Context: an optimization exercise on an open-source flow, tuned for small area, a short achievable clock period and few clock cycles per item. The choices shown serve that exercise and are no tape-out recipe.
At most, simulation tests tie the RTL to the original design; equivalence was not proved.

Setup of before:
// kitten_fabric_tile
module kitten_fabric_tile #(
    parameter N_PRE       = 4096,
    parameter N_POST      = 4096,
    parameter ADDRW_PRE   = 13,
    parameter ADDRW_CSR   = 18,
    parameter ADDRW_POST  = 12,
    parameter PACK_WIDTH  = 8,
    parameter BRAM_DELAY  = 1
) (
    input  wire                  clk,
    input  wire                  rst,
    input  wire                  i_step_start,
    input  wire                  i_proj_done,
    output wire                  o_step_done,
    input  wire                  i_pre_spike_valid,
    input  wire [15:0]           i_pre_spike_idx,
    input  wire                  i_pre_spike,
    output wire                  o_pre_spike_ready,
    output wire                  o_post_spike_valid,
    output wire [PACK_WIDTH-1:0] o_post_spike_data,
    input  wire                  i_post_spike_ready,
    output wire [ADDRW_PRE-1:0]  o_indptr_addr,
    input  wire [31:0]           i_indptr_data,
    output wire [ADDRW_CSR-1:0]  o_indices_addr,
    input  wire [31:0]           i_indices_data,
    output wire [ADDRW_CSR-1:0]  o_values_addr,
    input  wire [15:0]           i_values_q_data,
    input  wire [15:0]           i_scale_q,
    output wire [ADDRW_POST-1:0] o_I_addr,
    output wire                  o_I_we,
    output wire [31:0]           o_I_din,
    input  wire [31:0]           i_I_dout,
    output wire [ADDRW_POST-1:0] o_v_addr,
    output wire                  o_v_we,
    output wire [31:0]           o_v_din,
    input  wire [31:0]           i_v_dout,
    input  wire [15:0]           i_alpha,
    input  wire [15:0]           i_v_th
);
Size: about 2500 cells after synthesis, ~330 flip-flops, about 24000 µm² of cells after synthesis.
export LEC_CHECK = 0
export CAP_MARGIN = 40
export CORE_MARGIN = 2
export CORE_UTILIZATION = 55
export SLEW_MARGIN = 60
create_clock -name core_clock -period 14.0 [get_ports {clk}]
standard.sh (not shown) runs the stock make flow with config.mk's settings and CLKGATE_MAP_FILE= SYNTH_SCRIPT=/design/flow/synth_recipe.tcl, a recipe that flattens the netlist after the stock synthesis.
==> flow/flow/run.sh <==
#!/bin/bash
# Standard layout with plain buffers on the ports; timing repair aims
# SETUP_MARGIN ns beyond the clock period.
set -o pipefail
export BUFFER_PORTS_ARGS="-buffer_cell sky130_fd_sc_hd__buf_1"
bash standard.sh SETUP_SLACK_MARGIN=9.5 finish 2>&1 | tee standard_flow.log
Testbench counts of before, summed over its fixed seeds: cycles 332,068, steps 24.
Here is what was changed in the inputs of after compared with before.
-- flow/design.v --
<<< before, line 308
    reg  [18:0] kend;        
    reg         sp;          
    reg  [2:0]  ev;          
    reg  [3:0]  sv;          
>>> after, line 308
    reg  [18:0] kend;        
    reg         sp;          
    reg         izero;       
    reg  [2:0]  ev;          
    reg  [3:0]  sv;          
<<< before, line 313
    reg  [16:0] B;           
    reg  [15:0] vh;
    reg  [32:0] S, C;        
    reg         c14;         
    reg         phm, phs, phc, phd, phe;    
>>> after, line 314
    reg  [16:0] B;           
    reg  [15:0] vh;
    reg  [31:0] S, C;        
    reg         c14;         
    reg         phm, phs, phc, phd, phe;    
<<< before, line 338
    assign o_I_we             = I_we;
    assign o_v_we             = v_we;
    assign o_I_din            = D & {32{proj}};
    assign o_v_din            = D;
    wire [18:0] k1       = k + 19'd1;
>>> after, line 339
    assign o_I_we             = I_we;
    assign o_v_we             = v_we;
    assign o_I_din            = izero ? 32'd0 : D;
    assign o_v_din            = D;
    wire [18:0] k1       = k + 19'd1;
<<< before, line 364
    end
    wire [14:0] c14_t = {1'b0, s_n[13:0]} + {1'b0, c_n[13:0]};
    wire [31:0] ys    = phs ? {13'd0, S[32:14]} : {S[29:0], 2'b00};
    wire [31:0] yc    = phc ? {13'd0, C[32:14]} : {C[29:0], 2'b00};
    wire [31:0] kc    = phm ? (32'd0 - 32'd174760) : (32'd0 - (32'd21845 << 19));
    wire [31:0] xo    = phm ? rd : acc;
>>> after, line 365
    end
    wire [14:0] c14_t = {1'b0, s_n[13:0]} + {1'b0, c_n[13:0]};
    wire [31:0] ys    = S;
    wire [31:0] yc    = C;
    wire [31:0] kc    = phm ? (32'd0 - 32'd174760) : (32'd0 - (32'd21845 << 19));
    wire [31:0] xo    = phm ? rd : acc;
<<< before, line 390
            rdy  <= 1'b1;
            sp   <= 1'b0;
            ev   <= 3'd0;
            sv   <= 4'd0;
>>> after, line 391
            rdy  <= 1'b1;
            sp   <= 1'b0;
            izero <= 1'b0;
            ev   <= 3'd0;
            sv   <= 4'd0;
<<< before, line 415
            end
            if (done && !i_step_start) done <= 1'b0;
            case (fe)
                F_P0: fe <= F_P1;
>>> after, line 417
            end
            if (done && !i_step_start) done <= 1'b0;
            izero <= pop || go_pop;
            case (fe)
                F_P0: fe <= F_P1;
<<< before, line 465
    end
    always @(posedge clk) begin
        pa <= rdy ? i_pre_spike_idx[12:0] : pa + 13'd1;
        if (go_pop)
            k <= 19'd0;
>>> after, line 468
    end
    always @(posedge clk) begin
        pa <= (fe == F_P0) ? pa + 13'd1 : i_pre_spike_idx[12:0];
        if (go_pop)
            k <= 19'd0;
<<< before, line 486
        else     B <= {1'b0, i_scale_q};
        vh <= i_v_dout[31:16];
        S  <= s_n;
        c14 <= c14_t[14];
        C  <= c_n;
        if (pop ? phd : !phd) rd <= fwd ? D : i_I_dout;
        acc <= sum;
>>> after, line 489
        else     B <= {1'b0, i_scale_q};
        vh <= i_v_dout[31:16];
        S  <= phs ? {s_n[29:0], 2'b00} : {13'd0, s_n[32:14]};
        c14 <= c14_t[14];
        C  <= phc ? {c_n[29:0], 2'b00} : {13'd0, c_n[32:14]};
        if (pop ? phd : !phd) rd <= fwd ? D : i_I_dout;
        acc <= sum;
before went all the way through the flow, and no timing, DRC or antenna check failed.
The final layout from after, which completed every stage, passed the timing, DRC and antenna checks at the end of the flow.
Later-pin clock latency in the skew report essentially unchanged between before and after.
Met1 layer usage reported by global route, before and after: larger value in after
In the metrics for before and after, the one carrying the higher cell count along the critical path is after.
Area share of fa/ha/maj cells after synthesis: after < before
The maximum clock frequency of after is higher than that of before.
Number of buffers added by the clock tree synthesis step in after is 2.6% lower than in before
Looking at worst hold margin across both flows, after is the weaker of the two, with before ahead.
after has more setup slack than before.
after vs. before: clock period minus final worst setup slack shows a reduction of 0.025 ns, setup fix buffers added after clock tree synthesis shows a reduction of 6, number of standard cells in the layout, taps in and fillers out shows an increase of 162, count of filler cells inserted in the layout shows an increase of 274.
The RTL of after was laid out without a check of its function.

[what the ideal ports hide]
The results above use ideal ports. As a check the final layouts listed here were re-extracted and re-timed, cells and wires unchanged. Step 1 assumes that a clkbuf_16 drives the clock port and a buf_2 every other input. Step 2 adds t to the input delays and takes it off the output delays; t is the mean of the earliest and latest rising clock arrival at the registers after step 1. Input paths then give back, and output paths get back, about the clock's delay inside the block. Slacks: ideal / step 1 / step 2; pairs: ideal / step 1.
| run | t, ns | setup slack, ns | cell pins on the clock port's net |
|---|---|---|---|
| before | 0.621 | 9.564 / 9.503 / 9.565 | 1 |
| after | 0.619 | 9.589 / 9.532 / 9.601 | 1 |
After both steps every run listed still meets setup and hold.
